Context: an optimization exercise on an open-source flow, tuned for small area. The choices shown serve that exercise and are no tape-out recipe.
Function was checked by simulation only, so behaviour that the tests miss may differ from the original.
No run shown here takes its clock network from TritonCTS; it comes from the design's own scripts or RTL.
The clock port is modelled as an ideal driver, which makes a skipped or thinned clock tree look cheaper than it is; a real chip needs a root buffer or a tree.
Power figures rest on the tool's default switching activity, not on a simulated workload.

**flow/config.mk**
```make
export PLATFORM = sky130hd
export DESIGN_NAME = digital_clock
export DESIGN_NICKNAME = digital_clock
export VERILOG_FILES = /design/flow/design.v
export SDC_FILE = /design/flow/constraint.sdc
export NUM_CORES = 4
export LEC_CHECK = 0
export CAP_MARGIN = 20
export CORE_MARGIN = 2
export CORE_UTILIZATION = 40
export SLEW_MARGIN = 20
```
**flow/constraint.sdc**
```tcl
create_clock -name core_clock -period 10.0 [get_ports {clk}]
set_input_delay 2.0000 -clock core_clock [delete_from_list [all_inputs] [get_ports {clk}]]
set_output_delay 2.0000 -clock core_clock [all_outputs]
set_load 0.01 [all_outputs]
```
**flow/design.v**
```verilog
`timescale 1ns / 1ps
module digital_clock(
    input clk,
    input reset,
    input direction,
    input shift_enable,
    input min_test_enable,
    input hr_test_enable,
    output [7:0] dig,
    output [7:0] ssd
    );
    reg [3:0] div_s_q;
    wire [3:0] div_s = div_s_q ^ 4'd0;
    wire [3:0] div_s_n;
    reg [2:0] div_r_q;
    wire [2:0] div_r = div_r_q ^ 3'd0;
    wire [2:0] div_r_n;
    reg [4:0] div_sec_q;
    wire [4:0] div_sec = div_sec_q ^ 5'd0;
    wire [4:0] div_sec_n;
    reg [0:0] clk_sec_q;
    wire [0:0] clk_sec = clk_sec_q ^ 1'd0;
    wire [0:0] clk_sec_n;
    reg [3:0] s0_q;
    wire [3:0] s0 = s0_q ^ 4'd0;
    wire [3:0] s0_n;
    reg [2:0] s1_q;
    wire [2:0] s1 = s1_q ^ 3'd0;
    wire [2:0] s1_n;
    reg [3:0] m0_q;
    wire [3:0] m0 = m0_q ^ 4'd0;
    wire [3:0] m0_n;
    reg [2:0] m1_q;
    wire [2:0] m1 = m1_q ^ 3'd0;
    wire [2:0] m1_n;
    reg [3:0] h0_q;
    wire [3:0] h0 = h0_q ^ 4'd0;
    wire [3:0] h0_n;
    reg [1:0] h1_q;
    wire [1:0] h1 = h1_q ^ 2'd0;
    wire [1:0] h1_n;
    reg [3:0] d0_q;
    wire [3:0] d0 = d0_q ^ 4'd0;
    wire [3:0] d0_n;
    reg [1:0] d1_q;
    wire [1:0] d1 = d1_q ^ 2'd0;
    wire [1:0] d1_n;
    reg [3:0] mo_q;
    wire [3:0] mo = mo_q ^ 4'd0;
    wire [3:0] mo_n;
    reg [4:0] off_q;
    wire [4:0] off = off_q ^ 5'd0;
    wire [4:0] off_n;
    reg [2:0] pos_q;
    wire [2:0] pos = pos_q ^ 3'd0;
    wire [2:0] pos_n;
    wire tick_s = div_s[3] & div_s[1];
    assign div_s_n = {div_s[2:0], div_s[3] ? div_s[2] : ~div_s[2] & ~(div_s[1] & div_s[0])};
    wire tick_r = div_r[2];
    assign div_r_n = {div_r[1] & ~div_r[0], div_r[0], ~div_r[2] & ~div_r[1]};
    wire sec_bit = min_test_enable ? div_sec[2] : hr_test_enable ? div_sec[0] : div_sec[4];
    wire sec_wrap = min_test_enable ? (div_sec[4] | div_sec[3] | (div_sec[2] & div_sec[1])) :
                    hr_test_enable ? (|div_sec) : (div_sec[4] & div_sec[3]);
    wire tick_sec = sec_bit & ~clk_sec;
    assign div_sec_n = sec_wrap ? 5'd0 : div_sec + 5'd1;
    assign clk_sec_n = sec_bit;
    wire s0_9 = s0[3] & s0[0];
    wire s1_5 = s1[2] & s1[0];
    wire m0_9 = m0[3] & m0[0];
    wire m1_5 = m1[2] & m1[0];
    wire h0_9 = h0[3] & h0[0];
    wire h_23 = h1[1] & h0[1] & h0[0];
    wire d0_9 = d0[3] & d0[0];
    wire d_30 = d1[1] & d1[0];
    wire c_s0 = tick_sec & s0_9;
    wire c_s1 = c_s0 & s1_5;
    wire c_m0 = c_s1 & m0_9;
    wire c_m1 = c_m0 & m1_5;
    wire c_d  = c_m1 & h_23;
    assign s0_n = tick_sec ? (s0_9 ? 4'd0 : s0 + 4'd1) : s0;
    assign s1_n = c_s0 ? (s1_5 ? 3'd0 : s1 + 3'd1) : s1;
    assign m0_n = c_s1 ? (m0_9 ? 4'd0 : m0 + 4'd1) : m0;
    assign m1_n = c_m0 ? (m1_5 ? 3'd0 : m1 + 3'd1) : m1;
    assign h0_n = c_m1 ? ((h0_9 | h_23) ? 4'd0 : h0 + 4'd1) : h0;
    assign h1_n = (c_m1 & (h_23 | h0_9)) ? (h_23 ? 2'd0 : h1 + 2'd1) : h1;
    assign d0_n = c_d ? ((d_30 | d0_9) ? 4'd0 : d0 + 4'd1) : d0;
    assign d1_n = c_d ? (d_30 ? 2'd0 : d0_9 ? d1 + 2'd1 : d1) : d1;
    assign mo_n = (c_d & d_30) ? mo + 4'd1 : mo;
    wire sh = tick_s & shift_enable;
    assign off_n = ~sh ? off :
                   direction ? ((off[4] & off[1] & off[0]) ? 5'd0 : off + 5'd1) :
                               ((off == 5'd0) ? 5'd19 : off - 5'd1);
    assign pos_n = tick_r ? pos + 3'd1 : pos;
    always @(posedge clk) begin
        div_s_q <= reset ? 4'd0 : div_s_n ^ 4'd0;
        div_r_q <= reset ? 3'd0 : div_r_n ^ 3'd0;
        div_sec_q <= reset ? 5'd0 : div_sec_n ^ 5'd0;
        clk_sec_q <= clk_sec_n ^ 1'd0;
        s0_q <= reset ? 4'd0 : s0_n ^ 4'd0;
        s1_q <= reset ? 3'd0 : s1_n ^ 3'd0;
        m0_q <= reset ? 4'd0 : m0_n ^ 4'd0;
        m1_q <= reset ? 3'd0 : m1_n ^ 3'd0;
        h0_q <= reset ? 4'd0 : h0_n ^ 4'd0;
        h1_q <= reset ? 2'd0 : h1_n ^ 2'd0;
        d0_q <= reset ? 4'd5 : d0_n ^ 4'd0;
        d1_q <= reset ? 2'd2 : d1_n ^ 2'd0;
        mo_q <= reset ? 4'd4 : mo_n ^ 4'd0;
        off_q <= reset ? 5'd1 : off_n ^ 5'd0;
        pos_q <= reset ? 3'd0 : pos_n ^ 3'd0;
    end
    wire [4:0] t = off + {2'b00, pos};
    reg [3:0] c;
    always @(*) begin
        case (t)
            5'd0: c = 4'd11;
            5'd1: c = 4'd2;
            5'd2: c = 4'd0;
            5'd3: c = 4'd2;
            5'd4: c = 4'd4;
            5'd5: c = 4'd10;
            5'd6: c = 4'd0;
            5'd7: c = mo;
            5'd8: c = 4'd10;
            5'd9: c = {2'b00, d1};
            5'd10: c = d0;
            5'd11: c = 4'd10;
            5'd12: c = {2'b00, h1};
            5'd13: c = h0;
            5'd14: c = 4'd10;
            5'd15: c = {1'b0, m1};
            5'd16: c = m0;
            5'd17: c = 4'd10;
            5'd18: c = {1'b0, s1};
            5'd19: c = s0;
            5'd20: c = 4'd11;
            5'd21: c = 4'd2;
            5'd22: c = 4'd0;
            5'd23: c = 4'd2;
            5'd24: c = 4'd4;
            5'd25: c = 4'd10;
            5'd26: c = 4'd0;
            default: c = 4'bxxxx;
        endcase
    end
    reg [6:0] seg;
    always @(*) begin
        case (c)
            4'd0: seg = 7'b0000001;
            4'd1: seg = 7'b1001111;
            4'd2: seg = 7'b0010010;
            4'd3: seg = 7'b0000110;
            4'd4: seg = 7'b1001100;
            4'd5: seg = 7'b0100100;
            4'd6: seg = 7'b0100000;
            4'd7: seg = 7'b0001111;
            4'd8: seg = 7'b0000000;
            4'd9: seg = 7'b0000100;
            4'd10: seg = 7'b1111110;
            default: seg = 7'b1111111;
        endcase
    end
    assign ssd = {seg, 1'b1};
    assign dig = ~(8'b1000_0000 >> pos);
endmodule
```
**flow/flow/run.sh**
```bash
#!/bin/bash
# Own layout flow: the standard ORFS flow (standard.sh), with
#  - synthesis mapped for area (flow/synth.tcl): no adder-cell extraction, and the final ABC
#    mapping tried with each flow/abc_*.abc script, keeping the smallest; the registers come
#    from the same dfflibmap step as the standard synthesis,
#  - the smallest buffer (buf_1) for the port buffers,
set -euo pipefail
W=$(pwd)
export MY_ABC_SCRIPTS="$W/flow/abc_amap.abc $W/flow/abc_deep1.abc"
export MY_CLK_OPTIONS="3:sky130_fd_sc_hd__buf_6 2:sky130_fd_sc_hd__buf_12 4:sky130_fd_sc_hd__buf_6 3:sky130_fd_sc_hd__buf_8 2:sky130_fd_sc_hd__clkbuf_16 4:sky130_fd_sc_hd__buf_8 4:sky130_fd_sc_hd__clkbuf_16"
export MY_CLK_SLEW_NS=0.100
export MY_CLK_PORT=clk
bash standard.sh \
  SYNTH_SCRIPT=$W/flow/synth.tcl \
  BUFFER_PORTS_ARGS="-buffer_cell sky130_fd_sc_hd__buf_1" \
  PRE_CTS_TCL=$W/flow/cts_hook.tcl \
  finish > $W/flow_make.log 2>&1
```
**flow/flow/abc_amap.abc**
```
strash
 dch -f
 amap
 topo
```
**flow/flow/abc_deep1.abc**
```
strash
 &get -n
 &deepsyn -J 100
 &put
 dch -f
 amap
 topo
```
**flow/flow/cts_hook.tcl**
```tcl

proc my_clk_kmeans {pins k} {
  set n [llength $pins]
  set sorted [lsort -integer -index 1 $pins]
  set cent {}
  for {set g 0} {$g < $k} {incr g} {
    set p [lindex $sorted [expr {int(($g + 0.5) * $n / $k)}]]
    lappend cent [list [lindex $p 1] [lindex $p 2]]
  }
  set assign {}
  for {set iter 0} {$iter < 100} {incr iter} {
    set assign {}
    foreach p $pins {
      set best 0
      set bd -1
      for {set g 0} {$g < $k} {incr g} {
        set d [expr {abs([lindex $p 1] - [lindex $cent $g 0]) + abs([lindex $p 2] - [lindex $cent $g 1])}]
        if {$bd < 0 || $d < $bd} { set bd $d; set best $g }
      }
      lappend assign $best
    }
    set newc {}
    for {set g 0} {$g < $k} {incr g} {
      set sx 0; set sy 0; set c 0
      foreach p $pins a $assign {
        if {$a == $g} { incr sx [lindex $p 1]; incr sy [lindex $p 2]; incr c }
      }
      if {$c > 0} {
        lappend newc [list [expr {$sx / $c}] [expr {$sy / $c}]]
      } else {
        lappend newc [lindex $cent $g]
      }
    }
    if {$newc eq $cent} break
    set cent $newc
  }
  return [list $assign $cent]
}

proc clock_tree_synthesis {args} {
  set db [ord::get_db]
  set block [ord::get_db_block]
  set clknet [$block findNet $::env(MY_CLK_PORT)]
  set pins {}
  foreach it [$clknet getITerms] {
    set loc [[$it getInst] getLocation]
    lappend pins [list $it [lindex $loc 0] [lindex $loc 1]]
  }
  set limit $::env(MY_CLK_SLEW_NS)
  set opts $::env(MY_CLK_OPTIONS)
  set nopt [llength $opts]
  set_propagated_clock [all_clocks]
  for {set o 0} {$o < $nopt} {incr o} {
    lassign [split [lindex $opts $o] :] k cell
    set master [$db findMaster $cell]
    lassign [my_clk_kmeans $pins $k] assign cent
    set insts {}
    set nets {}
    for {set g 0} {$g < $k} {incr g} {
      set inst [odb::dbInst_create $block $master clkbuf_$g]
      set net [odb::dbNet_create $block clknet_$g]
      $net setSigType CLOCK
      foreach p $pins a $assign {
        if {$a == $g} {
          set it [lindex $p 0]
          $it disconnect
          $it connect $net
        }
      }
      [$inst findITerm A] connect $clknet
      [$inst findITerm X] connect $net
      $inst setLocation [lindex $cent $g 0] [lindex $cent $g 1]
      $inst setPlacementStatus PLACED
      lappend insts $inst
      lappend nets $net
    }
    estimate_parasitics -placement
    set worst 0.0
    foreach net $nets {
      foreach pin [get_pins -of_objects [get_nets [$net getName]]] {
        set s [get_property $pin slew_max]
        if {$s > $worst} { set worst $s }
      }
    }
    puts "clock_tree_synthesis (own flow): $k x $cell, worst clock-pin slew $worst (limit $limit)"
    if {$worst <= $limit || $o == $nopt - 1} {
      for {set g 0} {$g < $k} {incr g} {
        set c 0
        foreach a $assign { if {$a == $g} { incr c } }
        puts "clock_tree_synthesis (own flow): group $g, $c clock pins on $cell"
      }
      return
    }
    # undo and try the next option
    foreach p $pins {
      set it [lindex $p 0]
      $it disconnect
      $it connect $clknet
    }
    foreach inst $insts { odb::dbInst_destroy $inst }
    foreach net $nets { odb::dbNet_destroy $net }
  }
}
```
**flow/flow/synth.tcl**
```tcl
# The standard synthesis script (synth_recipe.tcl), with two changes to the cell mapping:
#  - no half/full adder extraction (the adder cells are larger than the plain gates here),
#  - the final ABC mapping is run with each script in MY_ABC_SCRIPTS, and the smallest result
#    (by Yosys's cell area) is kept.
# The registers come from the same dfflibmap step as the standard synthesis; ABC does not
# touch them.
proc synth {args} { yosys synth -nofsm -noshare {*}$args }
proc extract_fa {args} { }
proc my_cell_area {tag} {
  set f [file join $::env(OBJECTS_DIR) abc_try_$tag.txt]
  yosys tee -q -o $f stat -liberty [lindex $::env(LIB_FILES) 0]
  set fh [open $f r]
  set txt [read $fh]
  close $fh
  if {[regexp {Chip area for module[^:]*:\s*([0-9.]+)} $txt -> a]} { return $a }
  return 1e18
}
proc abc {args} {
  set out {}
  set skip 0
  foreach a $args {
    if {$skip} { set skip 0; continue }
    if {$a eq "-script" || $a eq "-D" || $a eq "-constr"} { set skip 1; continue }
    lappend out $a
  }
  yosys design -save my_pre_abc
  set best 1e18
  set i 0
  foreach s $::env(MY_ABC_SCRIPTS) {
    if {$i > 0} { yosys design -load my_pre_abc }
    yosys abc -script $s {*}$out
    yosys opt_clean
    set a [my_cell_area $i]
    puts "ABC script $s: area $a"
    if {$a < $best} {
      set best $a
      yosys design -save my_best_abc
    }
    incr i
  }
  yosys design -load my_best_abc
  puts "ABC: kept area $best"
}
source $::env(SCRIPTS_DIR)/synth.tcl
# left out here: clear keep_hierarchy, flatten, clean up, hide names made inside functions, write 1_2_yosys.v
```
**flow/standard.sh**
```bash
#!/bin/bash
# synth_recipe.tcl (not shown) runs the flow's synth.tcl, then flattens the netlist and writes it again
# the make line also repeats each setting of config.mk as NAME=value (left out here)
make -C /OpenROAD-flow-scripts/flow DESIGN_CONFIG=/design/flow/config.mk WORK_HOME=/design/flow/orfs CLKGATE_MAP_FILE= SYNTH_SCRIPT=/design/flow/synth_recipe.tcl "${@:-finish}"
```
==> impl_metrics.csv, run 1 <==
group,metric,value,unit
global_route,grt_pass1_wl,8.76,mm
global_route,grt_pass1_vias,1931,
timing,setup_ws,3.76,ns
timing,worst_pin_slew,0.819,ns
clock_network,clk_pin_slew,0.08,ns
logic_synthesis,synth.avg_cell_area,7.05,µm²
clock_network,cts_resized,0,
global_route,grt_usage,15.8,%
global_route,antenna_found_initial,0,
detailed_routing,drcViolationCount,0,
timing,hold_viol_final,0,
global_route,grt_max_degree,22,
setup_path,ff2ff_path_depth,21,
global_route,grt_overflow_total,0,
logic_synthesis,syn_area,0.00242,mm²
logic_synthesis,muxShareOfSynthArea,0,%
clock_network,clk_latency,0.14,ns
detailed_routing,routed_via_density,5.26,
logic_synthesis,async_flop_share,0,%
setup_path,crit_chain,"clkinv_1 -> nor2b_1 -> o22ai_1 -> a21oi_1 -> clkinv_1 -> o21ai_0 -> nor2_1 -> a21oi_1 -> nand2_1 -> o211ai_1 -> o22ai_1 -> a2111oi_0 -> nand2_1 -> nor2_1 -> o21ai_0 -> o21a_1 -> or2_0 -> buf_1",
detailed_routing,routedWlPerCell,11.8,µm
timing,period_needed,6.24,ns
logic_synthesis,synth_top_area_share,42.1,%
logic_synthesis,synth-simple-area-share,28.1,%
setup_path,arrival,4.24,ns
setup_path,crit_type,"flip-flop to output port",
logic_synthesis,synth_cells,344,
power_and_ir_drop,vdd_drop_max,0.131,mV
detailed_routing,vias,2336,
logic_synthesis,synth-edff-count,0,
place,portBuffers,20,
power_and_ir_drop,leakagePower,0.892,nW
timing,fmax,160,MHz
setup_path,endpoint_kind,"output port",
timing,rsz0062_at_grt,"no",
timing,holdWs,0.415,ns
logic_synthesis,synth_ff_type,"dfxtp_1",
setup_path,start_kind,"flip-flop",
die,die_y,81.8,µm
setup_path,cp.required,8.00,ns
setup_path,r2r-end,"mo_q[3]",
timing,min_period_over_period,62.4,%
flow_run,cap_violations,0,
setup_path,crit_start,"pos_q[0]",
setup_path,setup.reg_to_reg.worst_slack,6.45,ns
power_and_ir_drop,power,360,µW
logic_synthesis,ys.warnings.count,1,
logic_synthesis,ys_types,31,
place,dp_hpwl,4.05,mm
place,place_ws,4.01,ns
clock_network,cts_setup_buffers,0,
place,place_congestion,0.872,
layout,n_antenna_cell,0,
logic_synthesis,yosysSeqAreaShare,42.1,%
logic_synthesis,synth_compound_area_share,21.8,%
die,die-area,0.00670,mm²
power_and_ir_drop,p_per_area,133,mW/mm²
die,start_util,41.2,%
layout,nNetsFinal,377,
setup_path,timing.rr.start,"div_sec_q[2]",
timing,fin_setup_tns,0,ns
hold_path,hp-class,"flip-flop to flip-flop",
layout,fill_cells,607,
die,row_count,28,
outcome,status,"complete, no violations",
setup_path,max_stage_delay,0.67,ns
timing,clock-skew-final,0.0265,ns
logic_synthesis,synth_top_area_cell,"dfxtp_1",
die,die_w,81.8,µm
clock_network,ctsHoldBuffers,0,
logic_synthesis,netlist_top_cells_area,"dfxtp_1, nor2_1, clkinv_1",
detailed_routing,drtIter0Drc,138,
layout,final_core_util,45.9,%
logic_synthesis,yosys.area_share.xor_xnor,0,%
timing,final_max_slew_viol_count,0,
detailed_routing,ant_nets,0,
layout,drive_gt1_share,1.63,%
die,ios,22,
setup_path,slowest_stage,"a2111oi_0",
layout,area_delta_synth_final,11.4,%
timing,slew-limit-headroom,44.0,%
die,core,0.00589,mm²
setup_path,crit_path_end,"ssd[3]",
setup_path,path_max_fanout,9,
logic_synthesis,synthAdderAreaFrac,0,%
detailed_routing,totalWireLength,5.25,mm
detailed_routing,drt_first_pass_iters,4,
logic_synthesis,yosys_register_bits,51,
logic_synthesis,syn_nets,350,
timing,setup_viol,0,
logic_synthesis,synth_top_family_by_area,"simple AND/OR/NAND/NOR gates",
## worst min path at each step
stage                          start         end  cells past startpoint
final                     div_r_q[1]  div_r_q[0]                      1
after global routing      div_r_q[1]  div_r_q[0]                      1
after CTS                 div_r_q[1]  div_r_q[0]                      1
after detailed placement  div_r_q[1]  div_r_q[0]                      1
after global placement    div_r_q[1]  div_r_q[0]                      1
after floorplan           div_r_q[1]  div_r_q[0]                      1
## state kept, by name, indices dropped and copies added (netlist names)
signal	cells
div_sec_q	5
off_q	5
d0_q	4
div_s_q	4
h0_q	4
m0_q	4
mo_q	4
s0_q	4
div_r_q	3
m1_q	3
pos_q	3
s1_q	3
d1_q	2
h1_q	2
clk_sec_q	1
## final cells by class
type	instances	area (µm²)	area share, %
buffer	4	100	3.71
inverter	48	180	6.67
multi-input combinational	244	1210	45.0
sequential	51	1020	37.8
tap	75	93.8	3.48
timing repair buffer	22	90.1	3.34
## critical path, delay by kind of cell, from the launching register on
family / cells / cell delay (ns)
buf+inv: 3 / 0.47
compound gates: 9 / 2.10
simple gates: 6 / 1.06
flops: 1 / 0.48
## power by group
part | leakage, nW | total [mW] | internal, mW | switching (mW)
Clock | 0.0493 | 0.123 | 0.0714 | 0.0520
Combinational | 0.429 | 0.0265 | 0.00931 | 0.0172
Sequential | 0.414 | 0.210 | 0.208 | 0.00268
## Yosys cell counts (3+ instances only)
| master | n |
|---|---|
| o21a_1 | 4 |
| a21oi_1 | 20 |
| clkinv_1 | 48 |
| nor2_1 | 73 |
| o22ai_1 | 11 |
| nor3_1 | 14 |
| o21ai_0 | 25 |
| a211oi_1 | 7 |
| nand3_1 | 15 |
| nor4_1 | 3 |
| nor2b_1 | 10 |
| or2_0 | 4 |
| dfxtp_1 | 51 |
| nand2_1 | 33 |
| a31oi_1 | 4 |
## stage by stage
stage / cell area, µm² / instances
after global routing: 2700 / 444
after global placement: 2600 / 440
final: 2700 / 444
after floorplan: 2420 / 344
after CTS: 2700 / 444
after detailed placement: 2600 / 440
## metal layers
layer / up-vias / part of all wire (%) / wire length, µm / track usage (%)
met5: - / 0 / 0 / 0
met4: 0 / 1.9 / 99 / 2.50
met3: 8 / 3.7 / 194 / 1.10
met2: 50 / 44 / 2320 / 26.3
met1: 1036 / 50 / 2630 / 22.6
li1: 1242 / - / - / -
## cells by family after synthesis
group / Yosys count
buffers and inverters: 49
AND/OR/NAND/NOR: 157
other: 1
flip-flops: 51
AO/OA/AOI/OAI: 86
## cell usage in the layout, fill, tap and decap left out, types with 3 or more instances in the layout
cell type | netlist | routed
a211oi_1 | 7 | 7
a21oi_1 | 20 | 20
a31oi_1 | 4 | 4
buf_1 | 0 | 20
clkbuf_16 | 0 | 4
clkinv_1 | 48 | 48
dfxtp_1 | 51 | 51
nand2_1 | 33 | 33
nand3_1 | 15 | 15
nor2_1 | 73 | 73
nor2b_1 | 10 | 10
nor3_1 | 14 | 14
nor4_1 | 3 | 3
o21a_1 | 4 | 4
o21ai_0 | 25 | 25
o22ai_1 | 11 | 11
or2_0 | 4 | 4
==> inputs of run 2 (changes only) <==
--- a/flow/flow/run.sh
+++ b/flow/flow/run.sh
@@ -9,4 +9,4 @@
 export MY_ABC_SCRIPTS="$W/flow/abc_amap.abc $W/flow/abc_deep1.abc"
-export MY_CLK_OPTIONS="3:sky130_fd_sc_hd__buf_6 2:sky130_fd_sc_hd__buf_12 4:sky130_fd_sc_hd__buf_6 3:sky130_fd_sc_hd__buf_8 2:sky130_fd_sc_hd__clkbuf_16 4:sky130_fd_sc_hd__buf_8 4:sky130_fd_sc_hd__clkbuf_16"
-export MY_CLK_SLEW_NS=0.100
+export MY_CLK_CELLS="sky130_fd_sc_hd__buf_4 sky130_fd_sc_hd__buf_6 sky130_fd_sc_hd__buf_8 sky130_fd_sc_hd__buf_12 sky130_fd_sc_hd__clkbuf_16 sky130_fd_sc_hd__buf_16"
+export MY_CLK_SLEW_NS=0.115
 export MY_CLK_PORT=clk
==> flow/flow/cts_hook.tcl (replaced) <==

proc my_clk_kmeans {pins k} {
  set n [llength $pins]
  set sorted [lsort -integer -index 1 $pins]
  set cent {}
  for {set g 0} {$g < $k} {incr g} {
    set p [lindex $sorted [expr {int(($g + 0.5) * $n / $k)}]]
    lappend cent [list [lindex $p 1] [lindex $p 2]]
  }
  set assign {}
  for {set iter 0} {$iter < 100} {incr iter} {
    set assign {}
    foreach p $pins {
      set best 0
      set bd -1
      for {set g 0} {$g < $k} {incr g} {
        set d [expr {abs([lindex $p 1] - [lindex $cent $g 0]) + abs([lindex $p 2] - [lindex $cent $g 1])}]
        if {$bd < 0 || $d < $bd} { set bd $d; set best $g }
      }
      lappend assign $best
    }
    set newc {}
    for {set g 0} {$g < $k} {incr g} {
      set sx 0; set sy 0; set c 0
      foreach p $pins a $assign {
        if {$a == $g} { incr sx [lindex $p 1]; incr sy [lindex $p 2]; incr c }
      }
      if {$c > 0} {
        lappend newc [list [expr {$sx / $c}] [expr {$sy / $c}]]
      } else {
        lappend newc [lindex $cent $g]
      }
    }
    if {$newc eq $cent} break
    set cent $newc
  }
  return [list $assign $cent]
}

proc my_clk_build {block clknet pins k master} {
  lassign [my_clk_kmeans $pins $k] assign cent
  set insts {}
  set nets {}
  for {set g 0} {$g < $k} {incr g} {
    set inst [odb::dbInst_create $block $master clkbuf_$g]
    set net [odb::dbNet_create $block clknet_$g]
    $net setSigType CLOCK
    foreach p $pins a $assign {
      if {$a == $g} {
        set it [lindex $p 0]
        $it disconnect
        $it connect $net
      }
    }
    [$inst findITerm A] connect $clknet
    [$inst findITerm X] connect $net
    $inst setLocation [lindex $cent $g 0] [lindex $cent $g 1]
    $inst setPlacementStatus PLACED
    lappend insts $inst
    lappend nets $net
  }
  return [list $insts $nets $assign]
}

proc my_clk_undo {clknet pins insts nets} {
  foreach p $pins {
    set it [lindex $p 0]
    $it disconnect
    $it connect $clknet
  }
  foreach inst $insts { odb::dbInst_destroy $inst }
  foreach net $nets { odb::dbNet_destroy $net }
}

proc my_clk_worst {net} {
  estimate_parasitics -placement
  set worst 0.0
  foreach pin [get_pins -of_objects [get_nets [$net getName]]] {
    set s [get_property $pin slew_max]
    if {$s > $worst} { set worst $s }
  }
  return $worst
}

proc clock_tree_synthesis {args} {
  set db [ord::get_db]
  set block [ord::get_db_block]
  set clknet [$block findNet $::env(MY_CLK_PORT)]
  set pins {}
  foreach it [$clknet getITerms] {
    set loc [[$it getInst] getLocation]
    lappend pins [list $it [lindex $loc 0] [lindex $loc 1]]
  }
  set limit $::env(MY_CLK_SLEW_NS)
  set masters {}
  foreach c $::env(MY_CLK_CELLS) { lappend masters [$db findMaster $c] }
  set nm [llength $masters]
  set_propagated_clock [all_clocks]
  set best_area -1
  set best {}
  for {set k 1} {$k <= 4} {incr k} {
    lassign [my_clk_build $block $clknet $pins $k [lindex $masters 0]] insts nets assign
    set area 0
    set cells {}
    set ok 1
    foreach inst $insts net $nets {
      for {set m 0} {$m < $nm} {incr m} {
        set master [lindex $masters $m]
        $inst swapMaster $master
        set w [my_clk_worst $net]
        if {$w <= $limit} break
      }
      if {$w > $limit} { set ok 0 }
      set area [expr {$area + [$master getWidth] * [$master getHeight]}]
      lappend cells [$master getName]
      puts "clock_tree_synthesis (own flow): k $k, [$net getName]: [$master getName], slew $w"
    }
    my_clk_undo $clknet $pins $insts $nets
    if {$ok && ($best_area < 0 || $area < $best_area)} {
      set best_area $area
      set best [list $k $cells]
    }
  }
  if {$best_area < 0} {
    error "clock_tree_synthesis (own flow): no option meets the clock slew limit"
  }
  lassign $best k cells
  lassign [my_clk_build $block $clknet $pins $k [lindex $masters 0]] insts nets assign
  foreach inst $insts net $nets cell $cells {
    $inst swapMaster [$db findMaster $cell]
    set c [llength [$net getITerms]]
    puts "clock_tree_synthesis (own flow): kept [$net getName]: $cell, [expr {$c - 1}] clock pins, slew [my_clk_worst $net]"
  }
}
--- a/flow/config.mk
+++ b/flow/config.mk
@@ -9,3 +9,4 @@
 export CORE_MARGIN = 2
-export CORE_UTILIZATION = 40
+export CORE_UTILIZATION = 60
+export PLACE_DENSITY = 0.75
 export SLEW_MARGIN = 20
==> run 2 against run 1 <==
- critical path depth unchanged
- global-route usage rose by 7.5 points
- worst hold slack about the same
- synthesized cell count is the same
- clock power fell by 39%
- die area fell by 32%
- final area is 3.5% lower
- first-iteration DRC count is 18% lower
- worst setup slack improved by 0.043 ns
- via count rose by 0.43%
- synthesized area stayed put
- final cell count is 5.9% lower
==> impl_metrics.csv, run 2 <==
group,metric,value,unit
detailed_routing,routed_via_density,5.61,
clock_network,clk_latency,0.13,ns
logic_synthesis,ys.warnings.count,1,
detailed_routing,drcViolationCount,0,
clock_network,ctsHoldBuffers,0,
logic_synthesis,yosysSeqAreaShare,42.1,%
setup_path,crit_family,"compound AO/OA/AOI/OAI gates",
logic_synthesis,netlist_top_cells_count,"nor2_1, dfxtp_1, clkinv_1, nand2_1, o21ai_0",
global_route,grt_usage,23.2,%
place,place_inst,415,
place,dp_hpwl,3.91,mm
setup_path,start_kind,"flip-flop",
setup_path,arrival,4.20,ns
place,place_congestion,0.892,
logic_synthesis,synth_ff_type,"dfxtp_1",
setup_path,crit_chain,"clkinv_1 -> a22oi_1 -> nor2_1 -> a21oi_1 -> clkinv_1 -> o21ai_0 -> nor2_1 -> a21oi_1 -> nand2_1 -> o211ai_1 -> o22ai_1 -> a2111oi_0 -> nand2_1 -> nor2_1 -> o21ai_0 -> o21a_1 -> or2_0 -> buf_1",
setup_path,cp_common_cell,"nor2_1",
detailed_routing,drt_first_pass_iters,4,
logic_synthesis,synth_top_area_share,42.1,%
logic_synthesis,synth_cells,344,
setup_path,slowest_stage,"a2111oi_0",
layout,area_delta_synth_final,7.54,%
setup_path,crit_start,"pos_q[2]",
global_route,antenna_found_initial,0,
power_and_ir_drop,p_sw,67.3,µW
layout,largest_registers,"div_sec_q (5), off_q (5)",
detailed_routing,totalWireLength,5.09,mm
die,die-area,0.00456,mm²
setup_path,endpoint_kind,"output port",
setup_path,crit_type,"flip-flop to output port",
timing,holdWs,0.415,ns
timing,slew-limit-headroom,44.8,%
timing,rsz0062_at_grt,"no",
detailed_routing,routedWlPerCell,12.2,µm
power_and_ir_drop,p_seq_share,67.4,%
logic_synthesis,yosys_register_bits,51,
layout,drive_gt1_share,1.36,%
die,die_w,67.6,µm
setup_path,path_max_fanout,9,
global_route,grt_overflow_total,0,
die,core,0.00394,mm²
setup_path,cp.required,8.00,ns
logic_synthesis,syn_nets,350,
die,die_y,67.6,µm
power_and_ir_drop,cell_internal_pwr,244,µW
layout,seqCellArea,0.00102,mm²
detailed_routing,drtIter0Drc,113,
die,row_count,23,
setup_path,timing.rr.start,"div_sec_q[2]",
logic_synthesis,async_flop_share,0,%
timing,hold_viol_final,0,
global_route,grt_max_degree,22,
setup_path,setup.reg_to_reg.worst_slack,6.38,ns
power_and_ir_drop,comb_power_share,8.4,%
hold_path,min_from,"div_r_q[1]",
layout,mostFrequentLayoutCell,"nor2_1",
logic_synthesis,synth_top_area_cell,"dfxtp_1",
layout,design_area,0.00261,mm²
logic_synthesis,synth.avg_cell_area,7.05,µm²
timing,setup_viol,0,
global_route,grt_pass1_vias,1953,
power_and_ir_drop,p_sw_share,21.6,%
logic_synthesis,netlist_top_cells_area,"dfxtp_1, nor2_1, clkinv_1",
place,placed_area,0.00257,mm²
timing,clock-skew-final,0.0115,ns
layout,final_cell_mix,"nor2_1, dfxtp_1, clkinv_1",
logic_synthesis,ys_types,31,
logic_synthesis,syn_area,0.00242,mm²
setup_path,max_stage_delay,0.66,ns
layout,fill_cells,364,
global_route,grt_pass1_wl,8.56,mm
detailed_routing,ant_nets,0,
power_and_ir_drop,clkPwrFrac,24.1,%
power_and_ir_drop,p_per_area,120,mW/mm²
timing,final_max_slew_viol_count,0,
timing,worst_pin_slew,0.808,ns
die,start_util,61.5,%
clock_network,clk_pin_slew,0.11,ns
layout,finalNonFillerCells,418,
timing,min_period_over_period,62.0,%
layout,nNetsFinal,376,
timing,fin_setup_tns,0,ns
timing,fmax,161,MHz
logic_synthesis,synth-edff-count,0,
outcome,status,"complete, no violations",
power_and_ir_drop,leakagePower,0.862,nW
die,ios,22,
place,portBuffers,20,
setup_path,cp.buffers_inverters,3,
logic_synthesis,synthMostInstantiatedCell,"nor2_1",
clock_network,cts_setup_buffers,0,
power_and_ir_drop,vdd_drop_max,0.115,mV
clock_network,cts_resized,0,
flow_run,cap_violations,0,
layout,multi_input_area,0.00121,mm²
detailed_routing,vias,2346,
layout,n_antenna_cell,0,
hold_path,hp-class,"flip-flop to flip-flop",
timing,period_needed,6.20,ns
[run 2: cell count changes in the layout (fill, tap and decap cells not counted), sizes merged]
cell and change:
buf +3, clkbuf -4
[run 2: routing by layer]
layer	share of wire, %	vias to the layer above	global-route usage [%]
li1	-	1224	-
met1	49	1067	32.4
met2	46	48	40.4
met3	3.9	7	1.33
met4	1.4	0	3.06
met5	0	-	0
[run 2: logic make-up (layout without fill, tap and decap cells)]
| family | count (synthesis) | after routing | synth area share (%) |
|---|---|---|---|
| simple gates | 157 | 157 | 28.1 |
| compound gates | 86 | 86 | 21.8 |
| buf+inv | 49 | 73 | 7.74 |
| flops | 51 | 51 | 42.1 |
| other cells | 1 | 1 | 0.155 |
[run 2: power groups by stage]
stage                     clock [mW]  sequential [mW]  combinational (mW)
after CTS                     0.0784            0.210              0.0263
after global placement             0            0.215              0.0259
after detailed placement           0            0.215              0.0261
final                         0.0752            0.210              0.0262
after global routing          0.0848            0.211              0.0302
after floorplan                    0            0.214              0.0182
[run 2: final timing paths]
kind                endpoint  depth (start not counted)
setup / recovery      ssd[3]                         18
hold / removal    div_r_q[0]                          1
setup reg to reg     mo_q[3]                         21
hold reg to reg   div_r_q[0]                          1
[run 2: layout make-up]
cell class | count | share of cell area, %
inverter | 48 | 6.91
sequential | 51 | 39.2
multi-input combinational | 244 | 46.6
tap | 50 | 2.40
buffer | 3 | 1.44
timing repair buffer | 22 | 3.46
[run 2: worst register-to-register path, stage by stage, from the launching register on]
cell and delay (ns):
dfxtp_1 0.38, nor2_1 0.06, a311oi_1 0.26, nor2b_1 0.20
nand2_1 0.12, clkinv_1 0.08, nand2_1 0.12, nor3_1 0.25
nand2_1 0.11, nor2b_1 0.25, nand2_1 0.13, nor2_1 0.19
nand2_1 0.13, clkinv_1 0.07, nand2_1 0.08, nor2_1 0.23
nand3_1 0.19, nor2_1 0.20, nand2_1 0.10, nor2_1 0.18
o21ai_0 0.11, a21oi_1 0.13
[run 2: stage by stage]
step	util [%]	setup slack, ns	total power, mW
after detailed placement	65.2	4.05	0.241
after floorplan	-	4.33	0.232
after global routing	66.1	3.34	0.326
final	66.1	3.80	0.312
after global placement	65.2	4.24	0.241
after CTS	66.1	3.84	0.315
==> inputs of run 3 (changes only) <==
--- a/flow/config.mk
+++ b/flow/config.mk
@@ -9,4 +9,3 @@
 export CORE_MARGIN = 2
-export CORE_UTILIZATION = 60
-export PLACE_DENSITY = 0.75
+export CORE_UTILIZATION = 40
 export SLEW_MARGIN = 20
==> run 3 against run 2 <==
- still clean on timing, DRC and antenna
- via count decreased by 1.4%
- die area increased by 47%
- worst setup slack got worse by 0.061 ns
- synthesized area unchanged
- sequential share of layout area decreased by 0.52 points
- critical endpoint unchanged
- largest power group unchanged
==> impl_metrics.csv, run 3 <==
group,metric,value,unit
logic_synthesis,netlist_top_cells_area,"dfxtp_1, nor2_1, clkinv_1",
timing,hold_viol_final,0,
detailed_routing,drcViolationCount,0,
logic_synthesis,synth_cells,344,
outcome,status,"complete, no violations",
timing,clock-skew-final,0.00763,ns
setup_path,cp.required,8.00,ns
timing,min_period_over_period,62.6,%
die,ios,22,
timing,fin_setup_tns,0,ns
place,place_ws,4.01,ns
global_route,antenna_found_initial,0,
timing,fmax,160,MHz
global_route,grt_usage,15.7,%
logic_synthesis,yosys.area_share.xor_xnor,0,%
power_and_ir_drop,leakagePower,0.865,nW
clock_network,clk_pin_slew,0.11,ns
logic_synthesis,netlist_top_cells_count,"nor2_1, dfxtp_1, clkinv_1, nand2_1, o21ai_0",
setup_path,arrival,4.26,ns
logic_synthesis,async_flop_share,0,%
detailed_routing,routedWlPerCell,11.8,µm
detailed_routing,drt_first_pass_iters,4,
logic_synthesis,synth-simple-area-share,28.1,%
clock_network,cts_resized,0,
clock_network,cts_setup_buffers,0,
timing,worst_pin_slew,0.833,ns
place,dp_hpwl,4.05,mm
timing,final_max_slew_viol_count,0,
layout,drive_gt1_share,1.63,%
timing,setup_ws,3.74,ns
setup_path,crit_type,"flip-flop to output port",
logic_synthesis,synth_top_area_share,42.1,%
timing,setup_viol,0,
global_route,grt_pass1_vias,1935,
die,row_count,28,
place,place_congestion,0.872,
die,die-area,0.00670,mm²
die,start_util,41.2,%
detailed_routing,totalWireLength,5.25,mm
global_route,grt_overflow_total,0,
timing,rsz0062_at_grt,"no",
logic_synthesis,ys.warnings.count,1,
timing,period_needed,6.26,ns
detailed_routing,routed_via_density,5.21,
setup_path,endpoint_kind,"output port",
setup_path,path_max_fanout,9,
power_and_ir_drop,vdd_drop_max,0.0985,mV
layout,mostFrequentLayoutCell,"nor2_1",
layout,nNetsFinal,377,
hold_path,hp-class,"flip-flop to flip-flop",
logic_synthesis,synthMostInstantiatedCell,"nor2_1",
clock_network,clk_latency,0.13,ns
logic_synthesis,yosysSeqAreaShare,42.1,%
logic_synthesis,synth_top_family_by_area,"simple AND/OR/NAND/NOR gates",
logic_synthesis,synthAdderAreaFrac,0,%
detailed_routing,ant_nets,0,
die,core,0.00589,mm²
setup_path,start_kind,"flip-flop",
logic_synthesis,synth_ff_type,"dfxtp_1",
logic_synthesis,syn_area,0.00242,mm²
global_route,grt_max_degree,22,
layout,area_delta_synth_final,8.98,%
power_and_ir_drop,p_per_area,121,mW/mm²
logic_synthesis,synth-edff-count,0,
clock_network,ctsHoldBuffers,0,
detailed_routing,drtIter0Drc,162,
detailed_routing,vias,2314,
layout,n_antenna_cell,0,
power_and_ir_drop,power,319,µW
logic_synthesis,synth_top_area_cell,"dfxtp_1",
layout,largest_registers,"div_sec_q (5), off_q (5)",
logic_synthesis,synth.avg_cell_area,7.05,µm²
logic_synthesis,synth_compound_area_share,21.8,%
die,die_y,81.8,µm
flow_run,cap_violations,0,
die,die_w,81.8,µm
place,portBuffers,20,
logic_synthesis,syn_nets,350,
logic_synthesis,muxShareOfSynthArea,0,%
logic_synthesis,ys_types,31,
logic_synthesis,yosys_register_bits,51,
layout,final_cell_mix,"nor2_1, dfxtp_1, clkinv_1",
global_route,grt_pass1_wl,8.76,mm
timing,slew-limit-headroom,43.1,%
==> run 3: cell counts after synthesis <==
No cell type changed its count.
==> run 3: cell families (layout without fill, tap and decap cells) <==
logic type | count (synthesis) | count (layout)
buffers and inverters | 49 | 74
AND/OR/NAND/NOR | 157 | 157
AO/OA/AOI/OAI | 86 | 86
other | 1 | 1
flip-flops | 51 | 51
==> run 3: routing by layer <==
layer	global-route usage, %	vias to the layer above	wire, µm
li1	-	1238	-
met1	22.6	1033	2660
met2	26.2	36	2340
met3	1.10	7	166
met4	2.33	0	92
met5	0	-	0
==> run 3: critical path, stage by stage, from the launching register on <==
cell       delay (ns)
dfxtp_1          0.50
clkinv_1         0.22
nor2b_1          0.24
o22ai_1          0.13
a21oi_1          0.21
clkinv_1         0.13
o21ai_0          0.27
nor2_1           0.09
a21oi_1          0.22
nand2_1          0.19
o211ai_1         0.21
o22ai_1          0.10
a2111oi_0        0.68
nand2_1          0.16
nor2_1           0.18
o21ai_0          0.14
o21a_1           0.15
or2_0            0.20
buf_1            0.13
==> run 3: path summary, 6_finish.rpt <==
path / start / slack [ns] / cells past startpoint / end
min: div_r_q[1] / 0.42 / 1 / div_r_q[0]
max reg2reg: div_sec_q[2] / 6.48 / 21 / mo_q[3]
max: pos_q[0] / 3.74 / 18 / ssd[3]
min reg2reg: div_r_q[1] / 0.42 / 1 / div_r_q[0]
==> run 3: power breakdown <==
part / total [mW] / internal (mW) / switching [mW]
combinational: 0.0266 / 0.00931 / 0.0173
sequential: 0.210 / 0.207 / 0.00268
clock: 0.0827 / 0.0300 / 0.0526
total: 0.319 / 0.247 / 0.0726
==> run 3: final cells by class <==
cell class	count	area, µm²
plain buffers	4	41.3
fillers	613	3240
inverters	48	180
multi-input cells	244	1210
flip-flops and latches	51	1020
well taps	75	93.8
repair buffers	22	90.1
==> run 3: through the flow <==
step	instance area [µm²]	hold WS (ns)	instances	utilization [%]
after floorplan	2420	0.383	344	-
after global placement	2600	0.388	440	44.2
after detailed placement	2600	0.405	440	44.2
after CTS	2640	0.421	444	44.9
after global routing	2640	0.436	444	44.9
final	2640	0.418	444	44.9
==> inputs of run 4 (changes only) <==
--- a/flow/flow/run.sh
+++ b/flow/flow/run.sh
@@ -3,3 +3,4 @@
 #  - synthesis mapped for area (flow/synth.tcl): no adder-cell extraction, and the final ABC
-#    mapping tried with each flow/abc_*.abc script, keeping the smallest; the registers come
+#    mapping tried with each flow/abc_*.abc script (amap alone, and deepsyn runs with several
+#    settings before amap), keeping the smallest; the registers come
 #    from the same dfflibmap step as the standard synthesis,
@@ -8,3 +9,3 @@
 W=$(pwd)
-export MY_ABC_SCRIPTS="$W/flow/abc_amap.abc $W/flow/abc_deep1.abc"
+export MY_ABC_SCRIPTS="$(ls $W/flow/abc_*.abc | tr "\n" " ")"
 export MY_CLK_CELLS="sky130_fd_sc_hd__buf_4 sky130_fd_sc_hd__buf_6 sky130_fd_sc_hd__buf_8 sky130_fd_sc_hd__buf_12 sky130_fd_sc_hd__clkbuf_16 sky130_fd_sc_hd__buf_16"
==> flow/flow/abc_01_amap.abc (new file) <==
strash
 dch -f
 amap
 topo
==> flow/flow/abc_02_deep.abc (new file) <==
strash
 &get -n
 &deepsyn -J 100
 &put
 dch -f
 amap
 topo
==> flow/flow/abc_03_deep_amapf.abc (new file) <==
strash
 &get -n
 &deepsyn -J 100
 &put
 dch -f
 amap -F 50 -A 50
 topo
==> flow/flow/abc_04_deep_dchp.abc (new file) <==
strash
 &get -n
 &deepsyn -J 100
 &put
 dch -f -p
 amap
 topo
==> flow/flow/abc_05_deep_s1.abc (new file) <==
strash
 &get -n
 &deepsyn -J 200 -S 1
 &put
 dch -f
 amap
 topo
==> flow/flow/abc_06_deep_s2.abc (new file) <==
strash
 &get -n
 &deepsyn -J 200 -S 2
 &put
 dch -f
 amap
 topo
==> flow/flow/abc_07_deep_s3.abc (new file) <==
strash
 &get -n
 &deepsyn -J 200 -S 3
 &put
 dch -f
 amap
 topo
==> flow/flow/abc_08_deep_s4.abc (new file) <==
strash
 &get -n
 &deepsyn -J 200 -S 4
 &put
 dch -f
 amap
 topo
==> flow/flow/abc_09_deep_s5.abc (new file) <==
strash
 &get -n
 &deepsyn -J 200 -S 5
 &put
 dch -f
 amap
 topo
==> flow/flow/abc_10_deep_long.abc (new file) <==
strash
 &get -n
 &deepsyn -J 1000
 &put
 dch -f
 amap
 topo
--- a/flow/config.mk
+++ b/flow/config.mk
@@ -9,3 +9,4 @@
 export CORE_MARGIN = 2
-export CORE_UTILIZATION = 40
+export CORE_UTILIZATION = 60
+export PLACE_DENSITY = 0.75
 export SLEW_MARGIN = 20
removed: flow/flow/abc_amap.abc
removed: flow/flow/abc_deep1.abc
==> run 4 against run 3 <==
- still clean
- clock power down 8.1%
- clock skew up 0.0026 ns
- final cell count down 9.5%
- synthesized area down 1.1%
==> impl_metrics.csv, run 4 <==
group,metric,value,unit
outcome,status,"complete, no violations",
logic_synthesis,ys.warnings.count,1,
setup_path,arrival,4.85,ns
logic_synthesis,syn_area,0.00240,mm²
logic_synthesis,muxShareOfSynthArea,0,%
place,place_ws,3.24,ns
timing,setup_viol,0,
logic_synthesis,yosysSeqAreaShare,42.6,%
timing,clock-skew-final,0.0102,ns
place,place_congestion,0.892,
setup_path,cp.required,8.00,ns
logic_synthesis,ys_types,31,
logic_synthesis,synth-edff-count,0,
logic_synthesis,synthMostInstantiatedCell,"nor2_1",
logic_synthesis,syn_nets,337,
logic_synthesis,yosys_register_bits,51,
timing,fmax,146,MHz
detailed_routing,routedWlPerCell,12.2,µm
layout,n_antenna_cell,0,
detailed_routing,drcViolationCount,0,
logic_synthesis,synth_ff_type,"dfxtp_1",
clock_network,clk_latency,0.13,ns
setup_path,start_kind,"flip-flop",
hold_path,hp-class,"flip-flop to flip-flop",
die,die_y,67.2,µm
layout,largest_registers,"div_sec_q (5), off_q (5)",
logic_synthesis,synth_top_area_share,42.6,%
logic_synthesis,yosys.area_share.xor_xnor,0,%
global_route,antenna_found_initial,0,
detailed_routing,ant_nets,0,
power_and_ir_drop,vdd_drop_max,0.0985,mV
layout,nNetsFinal,362,
place,dp_hpwl,3.78,mm
setup_path,path_max_fanout,9,
timing,period_needed,6.85,ns
timing,worst_pin_slew,0.911,ns
detailed_routing,drtIter0Drc,121,
power_and_ir_drop,p_per_area,119,mW/mm²
clock_network,cts_setup_buffers,0,
global_route,grt_pass1_vias,1989,
timing,fin_setup_tns,0,ns
timing,setup_ws,3.15,ns
setup_path,endpoint_kind,"output port",
logic_synthesis,synth_cells,331,
timing,hold_viol_final,0,
logic_synthesis,synthAdderAreaFrac,0,%
die,row_count,22,
logic_synthesis,synth-simple-area-share,27.6,%
detailed_routing,drt_first_pass_iters,4,
timing,min_period_over_period,68.5,%
global_route,grt_max_degree,24,
clock_network,ctsHoldBuffers,0,
logic_synthesis,synth_top_family_by_area,"simple AND/OR/NAND/NOR gates",
clock_network,clk_pin_slew,0.11,ns
die,core,0.00374,mm²
logic_synthesis,synth.avg_cell_area,7.24,µm²
global_route,grt_pass1_wl,8.75,mm
die,die_w,67.2,µm
hold_path,hold_depth,1,
die,start_util,64.0,%
timing,slew-limit-headroom,39.1,%
detailed_routing,totalWireLength,4.92,mm
flow_run,cap_violations,0,
die,die-area,0.00452,mm²
timing,rsz0062_at_grt,"no",
layout,final_cell_mix,"nor2_1, dfxtp_1, clkinv_1",
place,portBuffers,20,
layout,area_delta_synth_final,7.26,%
logic_synthesis,netlist_top_cells_area,"dfxtp_1, nor2_1, clkinv_1",
setup_path,crit_type,"flip-flop to output port",
power_and_ir_drop,leakagePower,0.870,nW
timing,final_max_slew_viol_count,0,
layout,mostFrequentLayoutCell,"nor2_1",
global_route,grt_usage,23.8,%
detailed_routing,routed_via_density,5.66,
setup_path,ff2ff_path_depth,20,
die,ios,22,
detailed_routing,vias,2277,
logic_synthesis,synth_top_area_cell,"dfxtp_1",
logic_synthesis,synth_compound_area_share,22.3,%
layout,drive_gt1_share,1.13,%
logic_synthesis,async_flop_share,0,%
timing,holdWs,0.411,ns
clock_network,cts_resized,0,
logic_synthesis,netlist_top_cells_count,"nor2_1, dfxtp_1, clkinv_1, o21ai_0, nand2_1",
global_route,grt_overflow_total,0,
## run 4: cell count changes after synthesis, sizes merged, moves of 4 or more
cell	delta
nand2	-10
o22ai	-9
nor3	+4
o21ai	+5
and3	+4
a21oi	-4
## run 4: logic make-up (layout without fill, tap and decap cells)
group	after synthesis	in the layout
AO/OA/AOI/OAI	83	83
other	1	1
flip-flops	51	51
AND/OR/NAND/NOR	150	150
buffers and inverters	46	69
## run 4: area by class of cell
cell class	instances	area (µm²)
Multi-Input combinational cell	234	1200
Fill cell	338	1170
Sequential cell	51	1020
Inverter	45	169
Timing Repair Buffer	21	82.6
Tap cell	48	60.1
Buffer	3	37.5
## run 4: metrics by stage
step	cell area, µm²	instances	power, mW	util (%)
floorplan	2400	331	0.228	-
global placement	2530	399	0.235	67.6
detailed placement	2530	399	0.235	67.6
CTS	2570	402	0.308	68.6
global route	2570	402	0.319	68.6
finish	2570	402	0.307	68.6
## run 4: routing by layer
layer  vias to the layer above  GRT usage [%]  share of wire, %
met5                         -              0                 0
met4                         0           1.53              0.97
met3                         5           1.33               3.5
met2                        43           40.2                42
met1                      1025           35.3                53
li1                       1204              -                 -
## run 4: critical path: stages, from the launching register on
cell and delay [ns]:
dfxtp_1 0.48, clkinv_1 0.23, nor2_1 0.18, nor2_1 0.05, a21oi_1 0.15, o21ai_0 0.31
clkinv_1 0.26, nor2_1 0.09, o32ai_1 0.46, clkinv_1 0.23, nand3_1 0.15, o22ai_1 0.10
a2111oi_1 0.73, clkinv_1 0.21, nor2b_1 0.23, nor2_1 0.10, clkinv_1 0.10, o211ai_1 0.11
or2_0 0.25, o21ai_0 0.14, buf_1 0.16
## run 4: where the power goes
part           switching, mW  leakage [nW]  total [mW]  internal, mW
clock network         0.0483        0.0195      0.0760        0.0276
logic                 0.0137         0.437      0.0209       0.00718
registers            0.00262         0.414       0.210         0.207
## run 4: worst paths after layout
path | start | to | slack [ns]
setup reg to reg | div_sec_q[2] | mo_q[3] | 6.44
hold / removal | div_r_q[1] | div_r_q[0] | 0.41
setup / recovery | pos_q[0] | ssd[6] | 3.15
hold reg to reg | div_r_q[1] | div_r_q[0] | 0.41
==> inputs of run 5 (changes only) <==
==> flow/flow/run.sh (replaced) <==
#!/bin/bash
# Own layout flow: the standard ORFS flow (standard.sh), with
#  - synthesis mapped for area (flow/synth.tcl): no adder-cell extraction, and the final ABC
#    mapping tried several ways (amap alone, and ABC's deepsyn and a mapping for each seed:map
#    pair in MY_ABC_TRIES), keeping the smallest; the registers come from
#    the same dfflibmap step as the standard synthesis,
#  - the smallest buffer (buf_1) for the port buffers,
set -euo pipefail
W=$(pwd)
export MY_ABC_TRIES="$(for s in $(seq 0 35); do printf '%s:0 ' $s; done; for s in $(seq 0 9); do printf '%s:1 ' $s; done)"
export MY_ABC_MAPS="amap,amap -F 50 -A 50"
export MY_ABC_DEEPSYN_J=200
export MY_CLK_CELLS="sky130_fd_sc_hd__buf_4 sky130_fd_sc_hd__buf_6 sky130_fd_sc_hd__buf_8 sky130_fd_sc_hd__buf_12 sky130_fd_sc_hd__clkbuf_16 sky130_fd_sc_hd__buf_16"
export MY_CLK_SLEW_NS=0.115
export MY_CLK_PORT=clk
bash standard.sh \
  SYNTH_SCRIPT=$W/flow/synth.tcl \
  BUFFER_PORTS_ARGS="-buffer_cell sky130_fd_sc_hd__buf_1" \
  PRE_CTS_TCL=$W/flow/cts_hook.tcl \
  finish > $W/flow_make.log 2>&1
--- a/flow/flow/synth.tcl
+++ b/flow/flow/synth.tcl
@@ -1,5 +1,7 @@
 # The standard synthesis script (synth_recipe.tcl), with two changes to the cell mapping:
-#  - no half/full adder extraction (the adder cells are larger than the plain gates here),
-#  - the final ABC mapping is run with each script in MY_ABC_SCRIPTS, and the smallest result
-#    (by Yosys's cell area) is kept.
+#  - no half/full adder extraction (the adder cells are larger than plain gates here),
+#  - the final ABC mapping is tried several ways and the smallest result (by Yosys's cell area)
+#    is kept: a plain "dch; amap" mapping, and ABC's &deepsyn AIG optimisation followed by a
+#    mapping command, for each "seed:map" pair in MY_ABC_TRIES (map indexes the comma-separated
+#    MY_ABC_MAPS). Every try is deterministic, so the flow always gives the same netlist.
 # The registers come from the same dfflibmap step as the standard synthesis; ABC does not
@@ -17,2 +19,9 @@
 }
+proc my_abc_script {tag lines} {
+  set f [file join $::env(OBJECTS_DIR) abc_$tag.abc]
+  set fh [open $f w]
+  puts $fh [join $lines "\n"]
+  close $fh
+  return $f
+}
 proc abc {args} {
@@ -25,2 +34,8 @@
   }
+  set scripts [list [my_abc_script plain {strash "dch -f" amap topo}]]
+  set maps [split $::env(MY_ABC_MAPS) ","]
+  foreach try $::env(MY_ABC_TRIES) {
+    lassign [split $try :] s m
+    lappend scripts [my_abc_script deep_s${s}_m$m [list strash "&get -n" "&deepsyn -J $::env(MY_ABC_DEEPSYN_J) -S $s" "&put" "dch -f" [lindex $maps $m] topo]]
+  }
   yosys design -save my_pre_abc
@@ -28,3 +43,3 @@
   set i 0
-  foreach s $::env(MY_ABC_SCRIPTS) {
+  foreach s $scripts {
     if {$i > 0} { yosys design -load my_pre_abc }
@@ -33,3 +48,3 @@
     set a [my_cell_area $i]
-    puts "ABC script $s: area $a"
+    puts "ABC script [file tail $s]: area $a"
     if {$a < $best} {
removed: flow/flow/abc_01_amap.abc
removed: flow/flow/abc_02_deep.abc
removed: flow/flow/abc_03_deep_amapf.abc
removed: flow/flow/abc_04_deep_dchp.abc
removed: flow/flow/abc_05_deep_s1.abc
removed: flow/flow/abc_06_deep_s2.abc
removed: flow/flow/abc_07_deep_s3.abc
removed: flow/flow/abc_08_deep_s4.abc
removed: flow/flow/abc_09_deep_s5.abc
removed: flow/flow/abc_10_deep_long.abc
==> run 5 against run 4 <==
- largest power group unchanged
- clock power rose by 1%
- worst hold slack improved by 0.0098 ns
- largest cell class unchanged
- flip-flop and latch count did not move
- clock skew fell by 0.0028 ns
==> impl_metrics.csv, run 5 <==
group,metric,value,unit
timing,setup_viol,0,
layout,n_antenna_cell,0,
setup_path,r2r-end,"mo_q[3]",
layout,finalNonFillerCells,390,
global_route,grt_max_degree,31,
place,place_congestion,0.863,
detailed_routing,drt_first_pass_iters,5,
timing,clock-skew-final,0.00741,ns
hold_path,min_from,"div_r_q[0]",
timing,slew-limit-headroom,44.4,%
power_and_ir_drop,p_sw_share,21.6,%
layout,drive_gt1_share,1.17,%
detailed_routing,routedWlPerCell,12.6,µm
setup_path,crit_type,"flip-flop to output port",
die,die_y,67.0,µm
die,die_w,67.0,µm
global_route,grt_pass1_wl,8.39,mm
timing,final_max_slew_viol_count,0,
logic_synthesis,yosys_register_bits,51,
timing,min_period_over_period,64.1,%
layout,final_core_util,68.2,%
power_and_ir_drop,p_per_area,121,mW/mm²
place,place_inst,387,
timing,worst_pin_slew,0.832,ns
setup_path,endpoint_kind,"output port",
logic_synthesis,netlist_top_cells_count,"dfxtp_1, clkinv_1, nor2_1, o21ai_0, nor3_1",
logic_synthesis,synth_top_area_cell,"dfxtp_1",
die,row_count,22,
die,core,0.00374,mm²
place,portBuffers,20,
outcome,status,"complete, no violations",
hold_path,hold_depth,2,
detailed_routing,drtIter0Drc,106,
detailed_routing,totalWireLength,4.92,mm
logic_synthesis,synth_top_area_share,42.9,%
logic_synthesis,synthMostInstantiatedCell,"dfxtp_1",
layout,fill_cells,324,
detailed_routing,routed_via_density,5.73,
setup_path,setup.reg_to_reg.worst_slack,6.05,ns
detailed_routing,drcViolationCount,0,
clock_network,clk_latency,0.13,ns
setup_path,path_max_fanout,11,
logic_synthesis,syn_area,0.00238,mm²
power_and_ir_drop,p_seq_share,68.0,%
logic_synthesis,yosysSeqAreaShare,42.9,%
power_and_ir_drop,cell_internal_pwr,242,µW
die,start_util,63.6,%
global_route,grt_overflow_total,0,
logic_synthesis,ys.warnings.count,1,
place,dp_hpwl,3.69,mm
detailed_routing,vias,2236,
layout,mostFrequentLayoutCell,"dfxtp_1",
timing,rsz0062_at_grt,"no",
setup_path,cp.required,8.00,ns
clock_network,cts_resized,0,
clock_network,ctsHoldBuffers,0,
layout,largest_registers,"div_sec_q (5), off_q (5)",
logic_synthesis,async_flop_share,0,%
timing,period_needed,6.41,ns
flow_run,cap_violations,0,
power_and_ir_drop,vdd_drop_max,0.0779,mV
hold_path,hold_path_end,"div_r_q[1]",
power_and_ir_drop,clkPwrFrac,24.9,%
logic_synthesis,synth_ff_type,"dfxtp_1",
logic_synthesis,ys_types,32,
global_route,grt_pass1_vias,1856,
layout,nNetsFinal,350,
timing,hold_viol_final,0,
clock_network,clk_pin_slew,0.10,ns
hold_path,hp-class,"flip-flop to flip-flop",
timing,fmax,156,MHz
logic_synthesis,synth.avg_cell_area,7.47,µm²
timing,fin_setup_tns,0,ns
logic_synthesis,syn_nets,325,
global_route,antenna_found_initial,0,
setup_path,ff2ff_path_depth,20,
layout,final_cell_mix,"dfxtp_1, clkinv_1, nor2_1",
logic_synthesis,synth_cells,319,
layout,area_delta_synth_final,7.25,%
power_and_ir_drop,comb_power_share,7.1,%
die,ios,22,
setup_path,timing.rr.start,"div_sec_q[0]",
clock_network,cts_setup_buffers,0,
detailed_routing,ant_nets,0,
power_and_ir_drop,p_sw,66.7,µW
power_and_ir_drop,leakagePower,0.840,nW
global_route,grt_usage,23.1,%
setup_path,arrival,4.41,ns
setup_path,start_kind,"flip-flop",
logic_synthesis,netlist_top_cells_area,"dfxtp_1, clkinv_1, o21ai_0",
timing,holdWs,0.420,ns
logic_synthesis,synth-edff-count,0,
die,die-area,0.00449,mm²
[run 5: worst max-delay path: stages (launching register included)]
cell and delay [ns]:
dfxtp_1 0.46, clkinv_1 0.22, o21ai_0 0.19, o21ai_0 0.15, a21oi_1 0.66, nor2_1 0.11, o32ai_1 0.75, nor2_1 0.12
a222oi_1 0.34, o221ai_1 0.26, clkinv_1 0.11, nand2_1 0.08, or2_0 0.28, o211ai_1 0.20, nand2b_1 0.14, o21ai_0 0.08
buf_1 0.13
[run 5: cell families after synthesis]
group / share of synthesized area (%)
other cells: 0.157
buf+inv: 7.56
flops: 42.9
simple gates: 24.5
compound gates: 24.9
[run 5: worst max path at each step]
stage              from     end  slack (ns)  depth (start not counted)
2_1_floorplan  pos_q[1]  ssd[6]        4.31                         15
3_3_place_gp   pos_q[1]  ssd[6]        4.02                         16
3_5_place_dp   pos_q[1]  ssd[6]        3.81                         16
4_1_cts        pos_q[1]  ssd[6]        3.63                         16
5_1_grt        pos_q[1]  ssd[6]        3.12                         16
6_report       pos_q[1]  ssd[6]        3.59                         16
[run 5: power groups by stage]
stage / Clock [mW] / Sequential [mW] / Combinational (mW)
2_1_floorplan: 0 / 0.214 / 0.0147
3_3_place_gp: 0 / 0.215 / 0.0216
3_5_place_dp: 0 / 0.215 / 0.0217
4_1_cts: 0.0791 / 0.210 / 0.0218
5_1_grt: 0.0854 / 0.211 / 0.0249
6_report: 0.0769 / 0.210 / 0.0218
[run 5: metal layers]
| metal | track usage, % | vias up | part of all wire [%] |
|---|---|---|---|
| li1 | - | 1188 | - |
| met1 | 34.7 | 998 | 52 |
| met2 | 37.7 | 47 | 42 |
| met3 | 1.52 | 3 | 5.2 |
| met4 | 1.79 | 0 | 0.81 |
| met5 | 0 | - | 0 |
[run 5: layout make-up]
class,count,area (µm²),area share (%)
flip-flops and latches,51,1020,40.0
well taps,48,60.1,2.35
multi-input cells,221,1180,46.2
inverters,46,173,6.76
plain buffers,3,37.5,1.47
repair buffers,21,82.6,3.23
[run 5: through the flow]
step	power [mW]	instance area, µm²	setup slack, ns
2_1_floorplan	0.229	2380	4.31
3_3_place_gp	0.236	2520	4.02
3_5_place_dp	0.237	2520	3.81
4_1_cts	0.311	2550	3.63
5_1_grt	0.321	2550	3.12
6_report	0.309	2550	3.59

-- static timing again, ports no longer ideal --
The results above use ideal ports. As a check the final layouts listed here were re-extracted and re-timed, cells and wires unchanged.
Step 1, drivers: a clkbuf_16 drives clk and a buf_2 each remaining input, both assumed.
Step 2 moves the port delays by t, midway between the first and last clock arrival at a register: inputs arrive t later, outputs are due t later. That takes back most of the time a late clock gives input paths.
a / b / c = ideal / step 1 / step 2; a / b = the first two.
run	t, ns	setup slack, ns	hold slack, ns	clock arrival spread, ns
run 1	0.204	3.757 / 3.683 / 3.887	0.415 / 0.415 / 0.415	0.027 / 0.026
run 2	0.179	3.799 / 3.747 / 3.926	0.415 / 0.415 / 0.415	0.012 / 0.012
run 3	0.188	3.738 / 3.679 / 3.867	0.418 / 0.418 / 0.418	0.007 / 0.008
run 4	0.178	3.153 / 3.102 / 3.280	0.411 / 0.411 / 0.411	0.011 / 0.010
run 5	0.180	3.594 / 3.540 / 3.721	0.420 / 0.420 / 0.420	0.008 / 0.007
After both steps every run listed still meets setup and hold.
